Context: an optimization exercise on an open-source flow, tuned for small area and a short achievable clock period. The choices shown serve that exercise and are no tape-out recipe.
Where RTL was checked, it was by simulation tests only, not by an equivalence proof against the original.

run B:
// MyMain
module MyMain( R, G, B,Vsync, Hsync,Display0, Display1, Display2, Display3, kyClk, kyData, clk,kd, c0, c1, c2, c3, rst);
For scale: ~1500 cells after synthesis, about 130 flip-flops, about 12000 um^2 of cells after synthesis.
clock: 125.0 ns
lec_check: 0
cap_margin: 20
core_margin: 2
core_utilization: 65
cts_buf_list: sky130_fd_sc_hd__clkbuf_8
cts_cluster_diameter: 100
cts_cluster_size: 40
place_density: 0.8
slew_margin: 20
tns_end_percent: 5
standard.sh (not shown) runs the stock make flow with config.mk's settings and CLKGATE_MAP_FILE= SYNTH_SCRIPT=/design/flow/synth_recipe.tcl, a recipe that flattens the netlist after the stock synthesis.
==> flow/flow/run.sh <==
#!/bin/bash
# Layout flow: the standard layout (standard.sh: the standard synthesis,
# floorplan, power grid, placement, clock tree and routing) with three
# settings of its own, passed to ORFS through the environment:
#  - the ports are buffered with a plain buffer (buf_2) instead of the delay
#    cell that port buffering picks by default;
#  - timing repair is asked for a setup margin of 98.9 ns, so that it also
#    works on the paths from the inputs and to the outputs, which the 125 ns
#    clock otherwise leaves with a large slack;
#  - the clock tree is built without dummy loads.
# The whole output of the flow goes to standard.log here, and ORFS writes each
# step's log under orfs/logs.
set -o pipefail
export BUFFER_PORTS_ARGS="-buffer_cell sky130_fd_sc_hd__buf_2"
export SETUP_SLACK_MARGIN=98.9
export CTS_ARGS="-sink_clustering_enable -repair_clock_nets -dont_use_dummy_load -sink_clustering_size 40 -sink_clustering_max_diameter 100 -buf_list sky130_fd_sc_hd__clkbuf_8"
bash standard.sh 2>&1 | tee standard.log
diff inputs: run B => run A
--- a/flow/design.v
+++ b/flow/design.v
@@ -66,30 +66,29 @@
 			if (gs && mid)
 				tempdata[element] <= kyd_r;
 			if (last) begin
 				gotStart <= 1'b0;
 				if (gs)
 					keyup <= ku_s;
 			end else
 				gotStart <= gs;
 		end
 	end
 end
 endmodule
-module VGADriver(R, G, B, Vsync, Hsync, sysclk, curnum0, curnum1, curnum2, curnum3, Seg0, KeyData, rst);
+module VGADriver(R, G, B, Vsync, Hsync, sysclk, curnum0, curnum1, curnum2, curnum3, KeyData, rst);
 input sysclk, rst;
 input [7:0] KeyData;
 output reg [3:0] curnum0;
 output [3:0] curnum1, curnum2, curnum3;
-output reg [6:0] Seg0;       
 output reg [3:0] R, G;
 output [3:0] B;
 reg [1:0] Bq;                
 assign B = {Bq[1], Bq[1], Bq[0], Bq[0]};
 output reg Vsync, Hsync;
 reg        iclk;
 reg [9:0]  HC;
 reg [9:0]  VC;
 reg [1:0]  dx, dy;           
 reg [9:0]  XT;
 reg [8:0]  YT;
 reg [5:0]  A_inc;            
@@ -310,47 +309,42 @@
 	if (rst)
 		iclk <= 1'b0;
 	else
 		iclk <= ~iclk;
 end
 always @(posedge sysclk) begin
 	if (rst) begin
 		dx <= 0;
 		dy <= 0;
 		dxb <= 2'b10;
 		dyb <= 0;
 		c1 <= 0;
-		Seg0 <= 7'b1000000;
 	end else if (!iclk) begin
 		if (draw) begin
 			if (!win) begin
 				dx <= dx3;
 				dy <= dy3;
 				dxb <= cdxb;
 				dyb <= cdyb;
 				if (Gl) begin
-					if (curnum0 == 4'd9) begin
-						Seg0 <= seg7(4'd0);
+					if (curnum0 == 4'd9)
 						c1 <= 1'b1;
-					end else
-						Seg0 <= seg7(add({11'd0, curnum0}, 15'd0, 1'b1));
 				end
 			end else if (win_end) begin
 				dx <= 0;
 				dy <= 0;
 				dyb <= 0;
 				dxb <= 2'b10;
 				c1 <= 0;
-				Seg0 <= 7'b1000000;
-			end
+					end
 		end
 	end
 end
 always @(posedge sysclk) begin
 	if (rst) begin
 		Hsync <= 0; Vsync <= 0;
 		R <= 0; G <= 0; Bq <= 0;
 	end else if (!iclk) begin
 		Hsync <= !(HC > 691 && HC < 788);
 		Vsync <= !((HC >= 10'd836) ? (VC == 10'd522) : (VC == 10'd523));
 		if (!draw) begin
 			R <= 4'b0000; G <= 4'b0000; Bq <= 2'b00;
@@ -380,18 +374,19 @@
 input kyClk, kyData, clk;
 input rst;  
 output[7:0] kd;
 wire[7:0] KeyData;
 output[ 6:0 ] Display0, Display1, Display2,Display3;
 wire[3:0] curnum0, curnum1, curnum2, curnum3;
 output[3:0] c0, c1, c2, c3;
 assign kd = KeyData;
 assign c0 = curnum0;
 assign c1 = curnum1;
 assign c2 = curnum2;
 assign c3 = curnum3;
+SegmentDriver SegmD0(Display0, curnum0);
 SegmentDriver SegmD1(Display1, curnum1);
 SegmentDriver SegmD2(Display2, curnum2);
 SegmentDriver SegmD3(Display3, curnum3);
 Keyboard KBD(KeyData, kyClk, kyData, clk, rst);
-VGADriver VGAD( R, G, B, Vsync, Hsync, clk, curnum0, curnum1, curnum2, curnum3, Display0, KeyData, rst);
+VGADriver VGAD( R, G, B, Vsync, Hsync, clk, curnum0, curnum1, curnum2, curnum3, KeyData, rst);
 endmodule
[summary]
- Run A finished every stage and its layout cleared the timing, design-rule and antenna checks.
- Run B finished every stage and its layout cleared the timing, design-rule and antenna checks.
- Run A against run B: overall fraction of global-route tracks in use went down, maximum vdd drop now smaller, complex-gate fraction of the synthesized area saw a decrease.
- Clock insertion delay at the later pin of the skew report of run A is on par with run B.
- Diff run A..run B | XOR/XNOR share of the synthesized area | negligible
- Of the two values seen for capturing element of the worst setup path, Display0[4] was produced by run A and c0[2] by run B.
- Length of routed met2 wiring, run A vs run B: down by a few percent
For run A, only the layout was checked, not whether the RTL still works.

## what the ideal ports hide
How much do the figures lean on ideal ports? The routed layouts below were timed once more, with nothing changed but the port constraints. Step 1 assumes that a clkbuf_16 drives the clock port and a buf_2 every other input. Step 2 adds t to the input delays and takes it off the output delays; t is the mean of the earliest and latest rising clock arrival at the registers after step 1. Input paths then give back, and output paths get back, about the clock's delay inside the block. Three values: ideal, step 1, step 2; two values: the first two.
run | t (ns) | slack for setup (ns) | hold slack, ns | pins driven straight from the clock port
run B | 0.484 | 98.832 / 98.790 / 98.386 | 0.459 / 0.459 / 0.459 | 1
run A | 0.472 | 98.815 / 98.828 / 98.362 | 0.470 / 0.470 / 0.470 | 1
After both steps every run listed still meets setup and hold. The setup slack of run A, which loses most, moves by +0.013 ns with the drivers and by -0.453 ns with both steps.
